Background: an optimization exercise with open tools, aiming at small area. Do not read the settings as production practice.
Function was checked by simulation only, so behaviour that the tests miss may differ from the original.
The flow treats the clock pin as an ideal source. Dropping or thinning the clock tree relies on that and would not hold on a real chip.
No activity file was given, so power comes from the tool's default toggle rates.

==> flow/design.v (excerpt) <==
module LCD(input clk,input rst,output reg LCD_E,
output reg LCD_RS,
output reg LCD_RW,
output reg SF_D11,
output reg SF_D10,
output reg SF_D9,
output reg SF_D8);
reg [19:0] t;
reg [6:0] k;
wire last = k[6] & k[2];             
wire k12 = (k == 7'd12);
wire k58 = (k == 7'd58);
wire c61 = k[0] & (k[6:2] != 5'd0);    
wire clong = ~k[0] & (k[6:4] != 3'd0);  
wire cshort = (~k[0] & (k[6:4] == 3'd0) & (k[3:2] != 2'd0) & ~k12) | (k == 7'd3);
wire fire =
  (c61 & (~t[6]&t[8]&t[12]&t[19])) |
  (cshort & (t[0]&~t[1]&~t[2]&~t[6]&~t[10]&~t[14]&~t[17]&t[18]&~t[19])) |
  ((clong & ~k58) & (t[0]&t[1]&~t[2]&t[3]&~t[4]&~t[5]&~t[6]&~t[7]&t[8]&~t[9]&t[10]&t[11]&~t[12]&t[13]&t[15]&~t[16]&t[17]&~t[18]&t[19])) |
  (k58 & (t[0]&t[1]&t[2]&~t[3]&~t[4]&t[5]&t[6]&~t[7]&t[8]&~t[9]&~t[10]&t[11]&~t[13]&t[14]&~t[15]&~t[16]&t[17]&~t[18]&t[19])) |
  (k12 & (~t[2]&~t[3]&t[4]&~t[6]&t[7]&t[9]&t[11]&t[12]&~t[13]&t[14]&t[15]&t[16]&t[18]&t[19])) |
  ((k == 7'd0) & (~t[0]&~t[1]&~t[2]&~t[3]&t[4]&t[5]&~t[6]&t[8]&~t[9]&~t[10]&t[12]&t[13]&t[14]&~t[15]&t[16]&~t[17]&~t[18]&t[19])) |
  ((k == 7'd1) & (~t[0]&t[1]&~t[3]&~t[4]&t[5]&~t[7]&~t[8]&t[10]&t[12]&~t[13]&t[15]&~t[16]&~t[17]&~t[18]&t[19])) |
  ((k == 7'd2) & (t[0]&~t[2]&t[6]&t[7]&t[10]&t[13]&~t[14]&t[15]&~t[16]&~t[17]));
wire endE = (t[9]&~t[14]);
reg [4:0] rom;   
always @(*) begin
  case (k)
    7'd0: rom = 5'b00011;
    7'd1: rom = 5'b00011;
    7'd2: rom = 5'b00011;
    7'd3: rom = 5'b00010;
    7'd4: rom = 5'b00010;
    7'd5: rom = 5'b01000;
    7'd6: rom = 5'b00000;
    7'd7: rom = 5'b00100;
    7'd8: rom = 5'b00000;
    7'd9: rom = 5'b01100;
    7'd10: rom = 5'b00000;
    7'd11: rom = 5'b00001;
    7'd12: rom = 5'b10011;
    7'd13: rom = 5'b10000;
    7'd14: rom = 5'b01000;
    7'd15: rom = 5'b00001;
    7'd16: rom = 5'b10011;
    7'd17: rom = 5'b10010;
    7'd18: rom = 5'b01000;
    7'd19: rom = 5'b00010;
    7'd20: rom = 5'b10011;
    7'd21: rom = 5'b10001;
    7'd22: rom = 5'b01000;
    7'd23: rom = 5'b00011;
    7'd24: rom = 5'b10011;
    7'd25: rom = 5'b10001;
    7'd26: rom = 5'b01000;
    7'd27: rom = 5'b00100;
    7'd28: rom = 5'b10011;
    7'd29: rom = 5'b10010;
    7'd30: rom = 5'b01000;
    7'd31: rom = 5'b00101;
    7'd32: rom = 5'b10011;
    7'd33: rom = 5'b10110;
    7'd34: rom = 5'b01000;
    7'd35: rom = 5'b00110;
    7'd36: rom = 5'b10011;
    7'd37: rom = 5'b10001;
    7'd38: rom = 5'b01100;
  ...
==> flow/config.mk <==
export PLATFORM = sky130hd
export DESIGN_NAME = LCD
export DESIGN_NICKNAME = LCD
export VERILOG_FILES = /design/flow/design.v
export SDC_FILE = /design/flow/constraint.sdc
export NUM_CORES = 4
export LEC_CHECK = 0
export CAP_MARGIN = 20
export CORE_MARGIN = 2
export CORE_UTILIZATION = 40
export CTS_BUF_LIST = sky130_fd_sc_hd__clkbuf_8
export CTS_CLUSTER_DIAMETER = 200
export CTS_CLUSTER_SIZE = 50
export SLEW_MARGIN = 20
==> flow/constraint.sdc <==
create_clock -name core_clock -period 20.0 [get_ports {clk}]
set_input_delay 4.0000 -clock core_clock [delete_from_list [all_inputs] [get_ports {clk}]]
set_output_delay 4.0000 -clock core_clock [all_outputs]
set_load 0.01 [all_outputs]
run.sh (not shown) runs the stock make flow with config.mk's settings and CLKGATE_MAP_FILE= SYNTH_SCRIPT=/design/flow/synth_recipe.tcl, a recipe that flattens the netlist after the stock synthesis.
The first run completed without violations.
Edit:
==> flow/flow/run.sh (new file) <==
#!/bin/bash
# Own layout flow: the standard ORFS flow (standard.sh, unchanged synthesis, floorplan,
# power grid and tap cells), with two changes made through ORFS's own variables:
#  - port buffers use the smallest buffer cell (buf_1) instead of the resizer's default pick;
#  - clock tree synthesis uses clkbuf_4 buffers and inserts no dummy loads.
# Every tool's full output stays in orfs/logs; make's own output goes to standard.log here.
set -euo pipefail
export BUFFER_PORTS_ARGS="-buffer_cell sky130_fd_sc_hd__buf_1"
export CTS_ARGS="-repair_clock_nets -dont_use_dummy_load -buf_list sky130_fd_sc_hd__clkbuf_8 -root_buf sky130_fd_sc_hd__clkbuf_8 -sink_buffer_max_cap_derate 1.0"
bash standard.sh finish > standard.log 2>&1
==> flow/standard.sh (new file) <==
#!/bin/bash
# synth_recipe.tcl (not shown) runs the flow's synth.tcl, then flattens the netlist and writes it again
# the make line also repeats each setting of config.mk as NAME=value (left out here)
make -C /OpenROAD-flow-scripts/flow DESIGN_CONFIG=/design/flow/config.mk WORK_HOME=/design/flow/orfs CLKGATE_MAP_FILE= SYNTH_SCRIPT=/design/flow/synth_recipe.tcl "${@:-finish}"
CTS_BUF_LIST = not set   (was sky130_fd_sc_hd__clkbuf_8)
CTS_CLUSTER_DIAMETER = not set   (was 200)
CTS_CLUSTER_SIZE = not set   (was 50)
removed: flow/run.sh
What happened:
- sequential share of layout area climbs by 1.2 points
- maximum frequency climbs by 15%
- final area drops by 3.8%
- die area does not change
- global-route usage climbs by 0.22 points
- wire length climbs by 1.9%


The RTL this note starts from:
==> flow/design.v <==
module LCD(input clk,input rst,output reg LCD_E,
output reg LCD_RS,
output reg LCD_RW,
output reg SF_D11,
output reg SF_D10,
output reg SF_D9,
output reg SF_D8);
reg [19:0] t;
reg [6:0] k;
wire last = k[6] & k[2];             
wire k12 = (k == 7'd12);
wire k58 = (k == 7'd58);
wire c61 = k[0] & (k[6:2] != 5'd0);    
wire clong = ~k[0] & (k[6:4] != 3'd0);  
wire cshort = (~k[0] & (k[6:4] == 3'd0) & (k[3:2] != 2'd0) & ~k12) | (k == 7'd3);
wire fire =
  (c61 & (~t[6]&t[8]&t[12]&t[19])) |
  (cshort & (t[0]&~t[1]&~t[2]&~t[6]&~t[10]&~t[14]&~t[17]&t[18]&~t[19])) |
  ((clong & ~k58) & (t[0]&t[1]&~t[2]&t[3]&~t[4]&~t[5]&~t[6]&~t[7]&t[8]&~t[9]&t[10]&t[11]&~t[12]&t[13]&t[15]&~t[16]&t[17]&~t[18]&t[19])) |
  (k58 & (t[0]&t[1]&t[2]&~t[3]&~t[4]&t[5]&t[6]&~t[7]&t[8]&~t[9]&~t[10]&t[11]&~t[13]&t[14]&~t[15]&~t[16]&t[17]&~t[18]&t[19])) |
  (k12 & (~t[2]&~t[3]&t[4]&~t[6]&t[7]&t[9]&t[11]&t[12]&~t[13]&t[14]&t[15]&t[16]&t[18]&t[19])) |
  ((k == 7'd0) & (~t[0]&~t[1]&~t[2]&~t[3]&t[4]&t[5]&~t[6]&t[8]&~t[9]&~t[10]&t[12]&t[13]&t[14]&~t[15]&t[16]&~t[17]&~t[18]&t[19])) |
  ((k == 7'd1) & (~t[0]&t[1]&~t[3]&~t[4]&t[5]&~t[7]&~t[8]&t[10]&t[12]&~t[13]&t[15]&~t[16]&~t[17]&~t[18]&t[19])) |
  ((k == 7'd2) & (t[0]&~t[2]&t[6]&t[7]&t[10]&t[13]&~t[14]&t[15]&~t[16]&~t[17]));
wire endE = (t[9]&~t[14]);
reg [4:0] rom;   
always @(*) begin
  case (k)
    7'd0: rom = 5'b00011;
    7'd1: rom = 5'b00011;
    7'd2: rom = 5'b00011;
    7'd3: rom = 5'b00010;
    7'd4: rom = 5'b00010;
    7'd5: rom = 5'b01000;
    7'd6: rom = 5'b00000;
    7'd7: rom = 5'b00100;
    7'd8: rom = 5'b00000;
    7'd9: rom = 5'b01100;
    7'd10: rom = 5'b00000;
    7'd11: rom = 5'b00001;
    7'd12: rom = 5'b10011;
    7'd13: rom = 5'b10000;
    7'd14: rom = 5'b01000;
    7'd15: rom = 5'b00001;
    7'd16: rom = 5'b10011;
    7'd17: rom = 5'b10010;
    7'd18: rom = 5'b01000;
    7'd19: rom = 5'b00010;
    7'd20: rom = 5'b10011;
    7'd21: rom = 5'b10001;
    7'd22: rom = 5'b01000;
    7'd23: rom = 5'b00011;
    7'd24: rom = 5'b10011;
    7'd25: rom = 5'b10001;
    7'd26: rom = 5'b01000;
    7'd27: rom = 5'b00100;
    7'd28: rom = 5'b10011;
    7'd29: rom = 5'b10010;
    7'd30: rom = 5'b01000;
    7'd31: rom = 5'b00101;
    7'd32: rom = 5'b10011;
    7'd33: rom = 5'b10110;
    7'd34: rom = 5'b01000;
    7'd35: rom = 5'b00110;
    7'd36: rom = 5'b10011;
    7'd37: rom = 5'b10001;
    7'd38: rom = 5'b01100;
    7'd39: rom = 5'b00000;
    7'd40: rom = 5'b10011;
    7'd41: rom = 5'b10000;
    7'd42: rom = 5'b01100;
    7'd43: rom = 5'b00001;
    7'd44: rom = 5'b10011;
    7'd45: rom = 5'b10010;
    7'd46: rom = 5'b01100;
    7'd47: rom = 5'b00010;
    7'd48: rom = 5'b10011;
    7'd49: rom = 5'b10001;
    7'd50: rom = 5'b01100;
    7'd51: rom = 5'b00011;
    7'd52: rom = 5'b10011;
    7'd53: rom = 5'b10001;
    7'd54: rom = 5'b01100;
    7'd55: rom = 5'b00100;
    7'd56: rom = 5'b10011;
    7'd57: rom = 5'b10010;
    7'd58: rom = 5'b01100;
    7'd59: rom = 5'b00101;
    7'd60: rom = 5'b10011;
    7'd61: rom = 5'b10110;
    7'd62: rom = 5'b01100;
    7'd63: rom = 5'b00110;
    7'd64: rom = 5'b10011;
    7'd65: rom = 5'b10001;
    7'd66: rom = 5'b01000;
    7'd67: rom = 5'b00000;
    7'd68: rom = 5'b01000;
    default: rom = 5'b00000;
  endcase
end
always @(posedge clk) begin
  if (rst) begin
    t <= 20'd619554;
    k <= 7'd0;
  end else if (fire) begin
    t <= 20'd290081;
    k <= last ? 7'd0 : k + 7'd1;
  end else
    t <= {t[18:0], t[19] ^ t[16]};
end
always @(posedge clk) begin
  if (rst) begin
    LCD_E <= 1'b0;
    LCD_RW <= 1'b0;
    {LCD_RS,SF_D11,SF_D10,SF_D9,SF_D8} <= 5'b0;
  end else if (fire) begin
    LCD_E <= 1'b1;
    {LCD_RS,SF_D11,SF_D10,SF_D9,SF_D8} <= rom;
    if (last) LCD_RW <= 1'b1;
    else if (k[6:2] != 5'd0) LCD_RW <= 1'b0;
  end else if (endE)
    LCD_E <= 1'b0;
end
endmodule
make LEC_CHECK=0 CAP_MARGIN=20 CORE_MARGIN=2 CORE_UTILIZATION=40 SLEW_MARGIN=20 finish   # period 20.0 ns
Stock flow here: none of the scripts above is used.
==> next run, changes <==
==> flow/flow/run.sh (new file) <==
#!/bin/bash
# Own layout flow: the standard ORFS flow (standard.sh, unchanged synthesis, floorplan,
# power grid and tap cells), with two changes made through ORFS's own variables:
#  - port buffers use the smallest buffer cell (buf_1) instead of the resizer's default pick;
#  - clock tree synthesis uses clkbuf_4 buffers and inserts no dummy loads.
# Every tool's full output stays in orfs/logs; make's own output goes to standard.log here.
set -euo pipefail
export BUFFER_PORTS_ARGS="-buffer_cell sky130_fd_sc_hd__buf_1"
export CTS_ARGS="-sink_clustering_enable -repair_clock_nets -dont_use_dummy_load -buf_list sky130_fd_sc_hd__clkbuf_4"
bash standard.sh finish > standard.log 2>&1
==> flow/standard.sh (new file) <==
#!/bin/bash
# synth_recipe.tcl (not shown) runs the flow's synth.tcl, then flattens the netlist and writes it again
# the make line also repeats each setting of config.mk as NAME=value (left out here)
make -C /OpenROAD-flow-scripts/flow DESIGN_CONFIG=/design/flow/config.mk WORK_HOME=/design/flow/orfs CLKGATE_MAP_FILE= SYNTH_SCRIPT=/design/flow/synth_recipe.tcl "${@:-finish}"
removed: flow/run.sh
Routed wire length grows by 0.76%.
Synthesized area is unchanged.
Total power shrinks by 21%.
Die area does not change.
Cell area shrinks by 5.1%.
Critical path depth grows by 1.
Sequential cell count stays the same.
==> next run, changes <==
==> flow/run.sh (new file) <==
#!/bin/bash
# synth_recipe.tcl (not shown) runs the flow's synth.tcl, then flattens the netlist and writes it again
# the make line also repeats each setting of config.mk as NAME=value (left out here)
make -C /OpenROAD-flow-scripts/flow DESIGN_CONFIG=/design/flow/config.mk WORK_HOME=/design/flow/orfs CLKGATE_MAP_FILE= SYNTH_SCRIPT=/design/flow/synth_recipe.tcl finish
CTS_BUF_LIST = sky130_fd_sc_hd__clkbuf_16   (was default)
removed: flow/flow/run.sh
removed: flow/standard.sh
What happened: The new run finished with timing, DRC and antenna clean; die area stays the same; maximum frequency is lower by about a fifth; global-route usage increases by 0.30 points; clock skew is lower by 0.017 ns; non-clock buffer count falls by 1; via count climbs slightly; clock-buffer cell count does not change; flip-flop and latch count is unchanged; setup slack is worse by 0.87 ns; core utilization rises by 3.2 points; final area rose by a little under a tenth.
==> next run, changes <==
==> flow/flow/run.sh (new file) <==
#!/bin/bash
# Own layout flow: the standard ORFS flow (standard.sh, unchanged synthesis, floorplan,
# power grid and tap cells), with two changes made through ORFS's own variables:
#  - port buffers use the smallest buffer cell (buf_1) instead of the resizer's default pick;
#  - clock tree synthesis uses clkbuf_4 buffers and inserts no dummy loads.
# Every tool's full output stays in orfs/logs; make's own output goes to standard.log here.
set -euo pipefail
export BUFFER_PORTS_ARGS="-buffer_cell sky130_fd_sc_hd__buf_1"
export CTS_ARGS="-sink_clustering_enable -sink_clustering_size 40 -sink_clustering_max_diameter 500 -sink_clustering_levels 1 -repair_clock_nets -dont_use_dummy_load -buf_list sky130_fd_sc_hd__clkbuf_8 -root_buf sky130_fd_sc_hd__clkbuf_8 -sink_buffer_max_cap_derate 1.0"
bash standard.sh finish > standard.log 2>&1
==> flow/standard.sh (new file) <==
#!/bin/bash
# synth_recipe.tcl (not shown) runs the flow's synth.tcl, then flattens the netlist and writes it again
# the make line also repeats each setting of config.mk as NAME=value (left out here)
make -C /OpenROAD-flow-scripts/flow DESIGN_CONFIG=/design/flow/config.mk WORK_HOME=/design/flow/orfs CLKGATE_MAP_FILE= SYNTH_SCRIPT=/design/flow/synth_recipe.tcl "${@:-finish}"
CTS_BUF_LIST = default   (was sky130_fd_sc_hd__clkbuf_16)
removed: flow/run.sh
The new run ran to the end with no violations; combinational power increases by about 1%; total power decreases by 24%; final cell count decreases by 0.33%.
==> next run, changes <==
==> flow/run.sh (new file) <==
#!/bin/bash
# synth_recipe.tcl (not shown) runs the flow's synth.tcl, then flattens the netlist and writes it again
# the make line also repeats each setting of config.mk as NAME=value (left out here)
make -C /OpenROAD-flow-scripts/flow DESIGN_CONFIG=/design/flow/config.mk WORK_HOME=/design/flow/orfs CLKGATE_MAP_FILE= SYNTH_SCRIPT=/design/flow/synth_recipe.tcl finish
CTS_BUF_LIST = sky130_fd_sc_hd__clkbuf_4   (was default)
CTS_CLUSTER_DIAMETER = 200   (was default)
CTS_CLUSTER_SIZE = 50   (was default)
removed: flow/flow/run.sh
removed: flow/standard.sh
Routed wire length came out lower by 1.3%. Global-route usage falls by 0.27 points. Clock power rose by 5.8%. Design area grows by 2.0%.


== run M ==
Another version of the RTL of LCD (not shown whole).
Size: roughly 210 cells after synthesis, roughly 34 flip-flops, roughly 9 I/O pins, roughly 0.0015 mm^2 of cells after synthesis.
Settings: LEC_CHECK=0, CAP_MARGIN=20, CORE_MARGIN=2, CORE_UTILIZATION=40, SLEW_MARGIN=20; clock period 20.0 ns.
standard.sh (not shown) runs the stock make flow with config.mk's settings and CLKGATE_MAP_FILE= SYNTH_SCRIPT=/design/flow/synth_recipe.tcl, a recipe that flattens the netlist after the stock synthesis.
==> flow/flow/run.sh <==
#!/bin/bash
# Own layout flow: the standard ORFS flow (standard.sh: the same synthesis script and
# registers, floorplan, power grid, tap cells, placement, routing), with three changes made
# through ORFS's own variables:
#  - synthesis maps the logic with an area-oriented ABC script (abc_area_deep.script here,
#    used in place of ORFS's abc_speed.script in a copy of ORFS's scripts folder);
#  - port buffers use the smallest buffer cell (buf_1);
#  - the clock tree is one clkbuf_16 that drives all clock sinks (cts_one_buffer.tcl,
#    sourced by cts.tcl as its PRE_CTS_TCL hook).
# make's output goes to standard.log here; each tool's full log stays in orfs/logs/.
set -euo pipefail
here=$(pwd)
rm -rf "$here/scripts"
cp -r "$FLOW_HOME/scripts" "$here/scripts"
cp "$here/flow/abc_area_deep.script" "$here/scripts/abc_speed.script"
export SCRIPTS_DIR="$here/scripts"
export BUFFER_PORTS_ARGS="-buffer_cell sky130_fd_sc_hd__buf_1"
export PRE_CTS_TCL="$here/flow/cts_one_buffer.tcl"
bash standard.sh finish > standard.log 2>&1
==> flow/flow/abc_area_deep.script <==
strash
&get -n
&deepsyn -T 30
&put
dch -f
map -a
==> flow/flow/cts_one_buffer.tcl <==
# Sourced by ORFS's cts.tcl just before clock tree synthesis (PRE_CTS_TCL).  The design has
# few registers, so the clock tree is a single clkbuf_16: it takes the clock port's net and
# drives every clock sink.  clock_tree_synthesis is replaced by a proc that builds it; the
# rest of cts.tcl (detailed placement, timing repair) runs as usual.
proc clock_tree_synthesis { args } {
  set block [ord::get_db_block]
  set port_net [[$block findBTerm clk] getNet]
  set master [[ord::get_db] findMaster sky130_fd_sc_hd__clkbuf_16]
  set buf [odb::dbInst_create $block $master clkbuf_0_clk]
  set leaf [odb::dbNet_create $block clknet_0_clk]
  $leaf setSigType CLOCK
  set sx 0
  set sy 0
  set n 0
  foreach it [$port_net getITerms] {
    set inst [$it getInst]
    set loc [$inst getLocation]
    set sx [expr { $sx + [lindex $loc 0] }]
    set sy [expr { $sy + [lindex $loc 1] }]
    incr n
    $it disconnect
    $it connect $leaf
  }
  [$buf findITerm A] connect $port_net
  [$buf findITerm X] connect $leaf
  $buf setLocation [expr { $sx / $n }] [expr { $sy / $n }]
  $buf setPlacementStatus PLACED
  puts "clock_tree_synthesis (cts_one_buffer.tcl): one clkbuf_16 drives $n clock sinks"
}
--- input diff run M..run F ---
==> flow/flow/run.sh <==
#!/bin/bash
# Own layout flow: the standard ORFS flow (standard.sh: the same synthesis script and
# registers, floorplan, power grid, tap cells, placement, routing), with three changes made
# through ORFS's own variables:
#  - synthesis maps the logic with an area-oriented ABC script (abc_area_deep.script here,
#    used in place of ORFS's abc_speed.script in a copy of ORFS's scripts folder);
#  - port buffers use the smallest buffer cell (buf_1);
#  - clock tree synthesis uses clkbuf_4 buffers and inserts no dummy loads.
# make's output goes to standard.log here; each tool's full log stays in orfs/logs/.
set -euo pipefail
here=$(pwd)
rm -rf "$here/scripts"
cp -r "$FLOW_HOME/scripts" "$here/scripts"
cp "$here/flow/abc_area_deep.script" "$here/scripts/abc_speed.script"
export SCRIPTS_DIR="$here/scripts"
export BUFFER_PORTS_ARGS="-buffer_cell sky130_fd_sc_hd__buf_1"
export CTS_ARGS="-sink_clustering_enable -repair_clock_nets -dont_use_dummy_load -buf_list sky130_fd_sc_hd__clkbuf_4"
bash standard.sh finish > standard.log 2>&1
removed: flow/flow/cts_one_buffer.tcl
--- outcome ---
Side by side, fill cell total of the finished layout turned out higher in run F than in run M.
Re power: run F and run M aren't equal, and the higher value belongs to run F.
Going from run M to run F, signal arrival time at the worst endpoint grows by 0.02 ns.
When the final numbers for run F and run M were put side by side, the share of total power in combinational logic turned out to be greater in run M.
Run F reached the final stage; the timing, DRC and antenna checks on its layout passed.
Power share of the clock group was lower in run M than in run F.
The clock cells of run M come from the design's own scripts or RTL, not from TritonCTS.

## static timing again, ports no longer ideal
The flow's constraints put no driver on any port. The routed layouts listed below were extracted and timed again, unchanged, in two steps. Step 1 sets driving cells, clkbuf_16 on the clock port and buf_2 on the other inputs (assumed; they add their load-dependent delay and slew). Step 2 also shifts input and output timing later by t, the mid clock arrival at the registers, as if the neighbouring blocks saw the same clock. Slacks: ideal ports / drivers / drivers and shift; pairs: ideal ports / drivers.
run	t, ns	setup WS [ns]	hold slack, ns
the first run of note 1	0.313	14.057 / 14.058 / 13.745	0.469 / 0.469 / 0.469
the second run of note 1	0.313	14.845 / 14.850 / 14.537	0.477 / 0.477 / 0.477
the first run of note 2	0.313	14.057 / 14.058 / 13.745	0.469 / 0.469 / 0.469
the second run of note 2	0.363	14.905 / 14.908 / 14.544	0.479 / 0.479 / 0.479
the third run of note 2	0.311	14.033 / 14.039 / 13.728	0.472 / 0.472 / 0.472
the fourth run of note 2	0.313	14.845 / 14.850 / 14.537	0.477 / 0.477 / 0.477
the fifth run of note 2	0.367	14.113 / 14.108 / 13.741	0.476 / 0.476 / 0.476
run M	0.201	14.718 / 14.728 / 14.527	0.429 / 0.429 / 0.429
run F	0.356	14.864 / 14.868 / 14.512	0.426 / 0.426 / 0.426
After both steps every run listed still meets setup and hold. The setup slack of the fifth run of note 2, which loses most, moves by -0.005 ns with the drivers and by -0.372 ns with both steps.
